What follows belongs to an exercise in optimizing a design on an open flow for small area and a short achievable clock period; a production flow would make more cautious choices.
The RTL was checked by simulation tests, not by an equivalence proof against the original design.

the previous run:
// conv1d
module conv1d (
    input clk,
    input rst_n,
    input w_valid,
    input [47:0] w_in,
    input [15:0] x,
    input [15:0] b,
    output [31:0] y
);
export LEC_CHECK = 0
export CAP_MARGIN = 80
export CORE_MARGIN = 2
export CORE_UTILIZATION = 60
export PLACE_DENSITY = 0.7
export SETUP_SLACK_MARGIN = 5
export SLEW_MARGIN = 80
export SYNTH_HIERARCHICAL = 1
export SYNTH_MINIMUM_KEEP_SIZE = 0
create_clock -name core_clock -period 10.0 [get_ports {clk}]
standard.sh (not shown) runs the stock make flow with config.mk's settings and CLKGATE_MAP_FILE= SYNTH_SCRIPT=/design/flow/synth_recipe.tcl, a recipe that flattens the netlist after the stock synthesis.
==> flow/flow/run.sh <==
#!/bin/bash
# The standard layout (the standard.sh, unchanged), with plain buf_1
# cells as the port buffers instead of the delay buffers that ORFS's
# buffer_ports picks by default.  standard.sh's full output goes to
# standard.log; ORFS writes each step's log under orfs/logs/.
export BUFFER_PORTS_ARGS="-buffer_cell sky130_fd_sc_hd__buf_1"
bash standard.sh > standard.log 2>&1
The previous run: no failed stages, no open violations at the end
The inputs of the current run differ from those of the previous run as listed below.
- CAP_MARGIN: 80 -> 70
- PLACE_DENSITY: 0.7 -> 0.75
- SLEW_MARGIN: 80 -> 70
- CORE_UTILIZATION: 60 -> 65
--- outcome ---
- Delta (the current run minus the previous run): fmax went up by about 5%; wire length of the first global-routing pass went down by about 1.6%.
- Compared with the previous run, in the current run die area went down, count of plain and timing-repair buffers fell by about 19%, final wirelength moved down, via count held steady.


v1:
Another version of the RTL of conv1d (not shown whole).
Size: about 2,600 cells after synthesis, about 32,000 µm² of cells after synthesis.
Settings: LEC_CHECK=0, CAP_MARGIN=70, CORE_MARGIN=2, CORE_UTILIZATION=65, PLACE_DENSITY=0.75, SETUP_SLACK_MARGIN=5, SLEW_MARGIN=70, SYNTH_HIERARCHICAL=1, SYNTH_MINIMUM_KEEP_SIZE=0; clock period 10.0 ns.
run.sh (not shown) runs the stock make flow with config.mk's settings and CLKGATE_MAP_FILE= SYNTH_SCRIPT=/design/flow/synth_recipe.tcl, a recipe that flattens the netlist after the stock synthesis.
Stock flow here: none of the scripts above is used.
Input changes introduced in v36 (baseline for comparison: v1):
- SLEW_MARGIN now 20, was 70
- CAP_MARGIN now 20, was 70
### Flow results
- The overall routing resource usage in v36 sits 0.22 points below the value recorded for v1.
- Against v1, v36 comes in 2.9% lower on post-route cell area.
- Reported for v1 and v36, final sequential cell count turned out identical to the last digit.
- v1 vs v36, timing startpoint of the critical path: dneg[3] vs dneg[2]


## run A
Another version of the RTL of conv1d (not shown whole).
Size: ~2,200 cells after synthesis, roughly 470 flip-flops, ~120 I/O pins.
Design conv1d, start of the top module:
module conv1d (
    input clk,
    input rst_n,
    input w_valid,
    input [47:0] w_in,
    input [15:0] x,
    input [15:0] b,
    output [31:0] y
);
export LEC_CHECK = 0
export CAP_MARGIN = 85
export CORE_MARGIN = 2
export CORE_UTILIZATION = 65
export CTS_CLUSTER_DIAMETER = 100
export CTS_CLUSTER_SIZE = 30
export PLACE_DENSITY = 0.75
export SETUP_SLACK_MARGIN = 5
export SLEW_MARGIN = 85
export SYNTH_HIERARCHICAL = 1
export SYNTH_MINIMUM_KEEP_SIZE = 0
create_clock -name core_clock -period 10.0 [get_ports {clk}]
standard.sh (not shown) runs the stock make flow with config.mk's settings and CLKGATE_MAP_FILE= SYNTH_SCRIPT=/design/flow/synth_recipe.tcl, a recipe that flattens the netlist after the stock synthesis.
Scripts as last shown in full above: flow/flow/run.sh
Run A: PASS, flow complete, no timing, DRC or antenna violations
Edits applied to the flow inputs when going from run A to run B:
Settings: changing SLEW_MARGIN from 85 to 75; changing CORE_UTILIZATION from 65 to 70; changing CAP_MARGIN from 85 to 75; changing PLACE_DENSITY from 0.75 to 0.8.
[summary]
When run B is set beside run A, its final clock period utilization by the worst path turns out to be 5.6 points smaller.
Compared to run A, run B has met1 demand-to-capacity share in global routing 3.0 points higher.
| worst setup slack | higher: run B |
Well tap count: run B vs run A down 22


## run 1
Starting RTL as in the previous note.
clock: 10.0 ns
lec_check: 0
cap_margin: 60
core_margin: 2
core_utilization: 65
cts_cluster_diameter: 100
cts_cluster_size: 30
place_density: 0.75
setup_slack_margin: 5
slew_margin: 75
synth_hierarchical: 1
synth_minimum_keep_size: 0
Scripts as last shown in full above: flow/flow/run.sh
Having completed the whole flow, run 1 delivered a layout that passed the timing, design-rule and antenna checks.
Inputs modified between run 1 and run 2:
# run 1
export LEC_CHECK = 0
export CAP_MARGIN = 60
export CORE_MARGIN = 2
export CORE_UTILIZATION = 65
export CTS_CLUSTER_DIAMETER = 100
export CTS_CLUSTER_SIZE = 30
export PLACE_DENSITY = 0.75
export SETUP_SLACK_MARGIN = 5
export SLEW_MARGIN = 75
export SYNTH_HIERARCHICAL = 1
export SYNTH_MINIMUM_KEEP_SIZE = 0
create_clock -name core_clock -period 10.0 [get_ports {clk}]
# run 2
export LEC_CHECK = 0
export CAP_MARGIN = 75
export CORE_MARGIN = 2
export CORE_UTILIZATION = 60
export CTS_CLUSTER_DIAMETER = 100
export CTS_CLUSTER_SIZE = 30
export PLACE_DENSITY = 0.7
export SETUP_SLACK_MARGIN = 5
export SLEW_MARGIN = 75
export SYNTH_HIERARCHICAL = 1
export SYNTH_MINIMUM_KEEP_SIZE = 0
create_clock -name core_clock -period 10.0 [get_ports {clk}]
==> summary.txt <==
Run 2: done, clean on timing, DRC and antenna. Of run 2 and run 1, run 1 shows the higher flop-to-flop setup slack, with run 2 below it. Between run 2 and run 1, the setup slack of the critical path after layout is higher for run 1. Reported for run 2 and run 1, synthesized instance count turned out identical to the last digit. Run 2 against run 1: via count went down.
What run 3 does differently from run 2 at the input level:
# run 2
export LEC_CHECK = 0
export CAP_MARGIN = 75
export CORE_MARGIN = 2
export CORE_UTILIZATION = 60
export CTS_CLUSTER_DIAMETER = 100
export CTS_CLUSTER_SIZE = 30
export PLACE_DENSITY = 0.7
export SETUP_SLACK_MARGIN = 5
export SLEW_MARGIN = 75
export SYNTH_HIERARCHICAL = 1
export SYNTH_MINIMUM_KEEP_SIZE = 0
create_clock -name core_clock -period 10.0 [get_ports {clk}]
# run 3
export LEC_CHECK = 0
export CAP_MARGIN = 80
export CORE_MARGIN = 2
export CORE_UTILIZATION = 65
export CTS_CLUSTER_DIAMETER = 100
export CTS_CLUSTER_SIZE = 30
export PLACE_DENSITY = 0.75
export SETUP_SLACK_MARGIN = 5
export SLEW_MARGIN = 80
export SYNTH_HIERARCHICAL = 1
export SYNTH_MINIMUM_KEEP_SIZE = 0
create_clock -name core_clock -period 10.0 [get_ports {clk}]
==> comparison <==
- Worst setup path endpoint: sc1_17 -> run 3, yr[31] -> run 2
- Going from run 2 to run 3, number of clock sinks seen by CTS flat; number of nets in the layout shows an increase of 29.
- Post-layout minimum cycle time was higher in the run labelled run 3.
- Maximum clock frequency in run 3 vs run 2: down 3.8%
- Looking at type of the setup path with the least slack, the flip-flop to flip-flop result is from run 2; the input port to flip-flop one comes from run 3.
- In the reports for run 2 and run 3, the smaller final core area utilization belongs to run 2.
- What run 2 reported for non-clock buffer count has to be multiplied by 1.16 to get the figure for run 3.
Here is what was changed in the inputs of run 4 compared with run 3.
# run 3
export LEC_CHECK = 0
export CAP_MARGIN = 80
export CORE_MARGIN = 2
export CORE_UTILIZATION = 65
export CTS_CLUSTER_DIAMETER = 100
export CTS_CLUSTER_SIZE = 30
export PLACE_DENSITY = 0.75
export SETUP_SLACK_MARGIN = 5
export SLEW_MARGIN = 80
export SYNTH_HIERARCHICAL = 1
export SYNTH_MINIMUM_KEEP_SIZE = 0
create_clock -name core_clock -period 10.0 [get_ports {clk}]
# run 4
export LEC_CHECK = 0
export CAP_MARGIN = 65
export CORE_MARGIN = 2
export CORE_UTILIZATION = 65
export CTS_CLUSTER_DIAMETER = 100
export CTS_CLUSTER_SIZE = 30
export PLACE_DENSITY = 0.75
export SETUP_SLACK_MARGIN = 5
export SLEW_MARGIN = 65
export SYNTH_HIERARCHICAL = 1
export SYNTH_MINIMUM_KEEP_SIZE = 0
create_clock -name core_clock -period 10.0 [get_ports {clk}]
--- outcome ---
[compare] base=run 3 new=run 4: worst setup slack climbed 21 ps; number of antenna violations at the first check in global routing dropped 1.
Delta (run 4 minus run 3): utilization after layout dropped 2.6 points; maximum single-stage delay on the critical path dropped 90 ps; cell area dropped about 3.6%.
In the reports for run 3 and run 4, the smaller detailed placer's ending HPWL belongs to run 4.
Both conditions hold for run 4: the flow ran to the end and the final layout passed the timing, design-rule and antenna checks.

==> static timing again, ports no longer ideal <==
No port has a modelled driver above. Below, the same layouts with a new extraction and two added sets of constraints. Step 1 assumes that a clkbuf_16 drives the clock port and a buf_2 every other input. Step 2 moves the port delays by t, midway between the first and last clock arrival at a register: inputs arrive t later, outputs are due t later. That takes back most of the time a late clock gives input paths. Three values: ideal, step 1, step 2; two values: the first two.
run	shift t [ns]	setup WS [ns]	hold slack, ns	worst setup path after step 2	cell pins on the clock port's net
the previous run	0.644	5.748 / 5.748 / 5.554	0.342 / 0.342 / 0.342	input to register	1
the current run	0.655	5.942 / 5.942 / 5.485	0.321 / 0.321 / 0.321	input to register	1
v1	0.653	5.737 / 5.737 / 5.434	0.351 / 0.351 / 0.351	input to register	1
v36	0.651	5.504 / 5.504 / 5.031	0.334 / 0.334 / 0.334	input to register	1
run A	0.615	5.631 / 5.664 / 5.049	0.341 / 0.341 / 0.341	input to register	1
run B	0.607	6.190 / 6.227 / 5.621	0.350 / 0.350 / 0.350	input to register	1
run 1	0.605	6.176 / 6.198 / 5.609	0.354 / 0.354 / 0.354	input to register	1
run 2	0.631	6.171 / 6.171 / 5.631	0.329 / 0.329 / 0.329	input to register	1
run 3	0.611	6.019 / 6.053 / 5.442	0.352 / 0.352 / 0.352	input to register	1
run 4	0.597	6.040 / 6.040 / 5.501	0.348 / 0.348 / 0.348	input to register	1
After both steps every run listed still meets setup and hold. For run A, which loses most, drivers alone change the setup slack by +0.033 ns; drivers and shift together by -0.582 ns.
